Context: an optimization exercise on an open-source flow, tuned for small area. The choices shown serve that exercise and are no tape-out recipe.
Function was checked by simulation only, so behaviour that the tests miss may differ from the original.

Design rx_beamformer, start of the top module:
module rx_beamformer (
    input         clk,
    input         rst,
    input         adc_valid,
    input  [11:0] adc_ch1,
    input  [11:0] adc_ch2,
    input  [11:0] adc_ch3,
    input  [11:0] adc_ch4,
    input  [11:0] adc_ch5,
    input  [11:0] adc_ch6,
    input  [11:0] adc_ch7,
    input  [11:0] adc_ch8,
    input  [7:0]  beam_no,
    input  [1:0]  decim_factor,
    input  [7:0]  focal_point,
    output [15:0] bf_data,
    output        bf_valid
);
    reg [95:0] in_reg;
    always @(posedge clk) begin
        in_reg <= {adc_ch8, adc_ch7, adc_ch6, adc_ch5,
                   adc_ch4, adc_ch3, adc_ch2, adc_ch1};
    end
    reg rfirst;
    always @(posedge clk or posedge rst) begin
        if (rst) rfirst <= 1'b1;
        else     rfirst <= 1'b0;
    end
    reg       rot_hit;
    reg [2:0] rot;
    always @(*) begin
        rot_hit = 1'b0;
        rot     = 3'd0;
  ...
Size: roughly 530 flip-flops.
clock: 10.0 ns
lec_check: 0
cap_margin: 20
core_margin: 2
core_utilization: 40
place_density: 0.6
slew_margin: 20
synth_hierarchical: 1
synth_minimum_keep_size: 0
run.sh (not shown) runs the stock make flow with config.mk's settings and CLKGATE_MAP_FILE= SYNTH_SCRIPT=/design/flow/synth_recipe.tcl, a recipe that flattens the netlist after the stock synthesis.
==> next run, changes <==
--- a/flow/design.v
+++ b/flow/design.v
@@ -149,20 +149,22 @@
             if (decim_factor == 2'b01) begin
                 if (sw_v) deci_t <= ~deci_t;
             end else if (decim_factor == 2'b10) begin
                 if (sw_v) deci_cnt <= deci_cnt + 2'b01;
             end
         end
     end
     always @(posedge clk) deci_pr <= adc_pr;
     reg [51:0] ra, rb, rc;
-    always @(posedge clk) begin
-        if (dp) begin
+    always @(posedge clk or posedge rst) begin
+        if (rst) begin
+            ra <= 52'd0; rb <= 52'd0; rc <= 52'd0;
+        end else if (dp) begin
             ra <= deci_pr; rb <= ra; rc <= rb;
         end
     end
     reg        dpres, pbv;
     reg [1:0]  scnt;
     always @(posedge clk or posedge rst) begin
         if (rst) begin
             dpres <= 1'b0; pbv <= 1'b0; scnt <= 2'b00;
         end else begin
@@ -171,25 +173,22 @@
             if (scnt == 2'b11) pbv <= dpres;
         end
     end
     reg  [3:0] ci;
     always @(posedge clk or posedge rst) begin
         if (rst)                            ci <= 4'hF;
         else if (focal_point[3:0] < 4'd10) ci <= focal_point[3:0];
     end
     wire [3:0] cix = ci;
-    wire       mu = (scnt != 2'b00), mw = (scnt == 2'b11);
-    wire [51:0] rau = ra & {52{mu}};
-    wire [51:0] rcw = rc & {52{mw}};
-    wire [12:0] u1 = rau[ 0 +: 13];
-    wire [12:0] u2 = rau[13 +: 13], w2 = rcw[13 +: 13];
-    wire [12:0] u3 = rau[26 +: 13], w3 = rcw[26 +: 13];
-    wire [12:0] u4 = rau[39 +: 13], w4 = rcw[39 +: 13];
+    wire [12:0] u1 = ra[ 0 +: 13], w1 = rc[ 0 +: 13];
+    wire [12:0] u2 = ra[13 +: 13], w2 = rc[13 +: 13];
+    wire [12:0] u3 = ra[26 +: 13], w3 = rc[26 +: 13];
+    wire [12:0] u4 = ra[39 +: 13], w4 = rc[39 +: 13];
     reg [15:0] c2;
     always @(*) begin
         case (cix)
             4'd0: c2 = 16'h7FE6;
             4'd1: c2 = 16'h7FE6;
             4'd2: c2 = 16'h7F1C;
             4'd3: c2 = 16'h7F9A;
             4'd4: c2 = 16'h7F9A;
             4'd5: c2 = 16'h7F1C;
Area after synthesis went up by 1.5%.
First-iteration DRC count drops by 10%.
Worst setup slack improves by 0.19 ns.
Synthesized cell count rose by 2.5%.

--- another note on this design; it stands on its own ---

Setup of the reference run:
// rx_beamformer
module rx_beamformer (
    input         clk,
    input         rst,
    input         adc_valid,
    input  [11:0] adc_ch1,
    input  [11:0] adc_ch2,
    input  [11:0] adc_ch3,
    input  [11:0] adc_ch4,
    input  [11:0] adc_ch5,
    input  [11:0] adc_ch6,
    input  [11:0] adc_ch7,
    input  [11:0] adc_ch8,
    input  [7:0]  beam_no,
    input  [1:0]  decim_factor,
    input  [7:0]  focal_point,
    output [15:0] bf_data,
    output        bf_valid
);
==> flow/config.mk <==
export PLATFORM = sky130hd
export DESIGN_NAME = rx_beamformer
export DESIGN_NICKNAME = rx_beamformer
export VERILOG_FILES = /design/flow/design.v
export SDC_FILE = /design/flow/constraint.sdc
export NUM_CORES = 4
export LEC_CHECK = 0
export CAP_MARGIN = 20
export CORE_MARGIN = 2
export CORE_UTILIZATION = 40
export CTS_CLUSTER_DIAMETER = 80
export CTS_CLUSTER_SIZE = 20
export PLACE_DENSITY = 0.6
export SLEW_MARGIN = 20
export SYNTH_HIERARCHICAL = 1
export SYNTH_MINIMUM_KEEP_SIZE = 0
==> flow/constraint.sdc <==
create_clock -name core_clock -period 10.0 [get_ports {clk}]
set_input_delay 2.0000 -clock core_clock [delete_from_list [all_inputs] [get_ports {clk}]]
set_output_delay 2.0000 -clock core_clock [all_outputs]
set_load 0.01 [all_outputs]
run.sh (not shown) runs the stock make flow with config.mk's settings and CLKGATE_MAP_FILE= SYNTH_SCRIPT=/design/flow/synth_recipe.tcl, a recipe that flattens the netlist after the stock synthesis.
The reference run | status: complete | timing, DRC, antenna: pass
#### Input delta (the trial run over the reference run)
- CTS_CLUSTER_DIAMETER now 120, was 80
- CTS_CLUSTER_SIZE now 30, was 20
--- outcome ---
Of the trial run and the reference run, it is the trial run that has the lower number of clock buffers in the layout.
The reference run -> the trial run: design area decreased slightly
On the trial run: clock transition at the register clock pins on the worst setup and hold paths after CTS is 0.03 ns higher than what the reference run gave.
Final core utilization: the trial run lower than the reference run

-- re-timing with driven ports --
How much do the figures lean on ideal ports? The routed layouts below were timed once more, with nothing changed but the port constraints. Step 1, drivers: a clkbuf_16 drives clk and a buf_2 each remaining input, both assumed. Step 2 adds t to the input delays and takes it off the output delays; t is the mean of the earliest and latest rising clock arrival at the registers after step 1. Input paths then give back, and output paths get back, about the clock's delay inside the block. a / b / c = ideal ports / drivers / drivers and shift; a / b = the first two.
run	shift t [ns]	setup WS [ns]	worst setup path after step 2	cell pins on the clock port's net
the first run of note 1	0.686	0.876 / 0.924 / 0.237	input to register	1
the second run of note 1	0.728	1.065 / 1.117 / 0.389	input to register	1
the reference run	0.695	0.905 / 0.942 / 0.266	input to register	1
the trial run	0.687	0.889 / 0.889 / 0.255	input to register	1
After both steps every run listed still meets setup and hold. For the second run of note 1, which loses most, drivers alone change the setup slack by +0.052 ns; drivers and shift together by -0.676 ns.
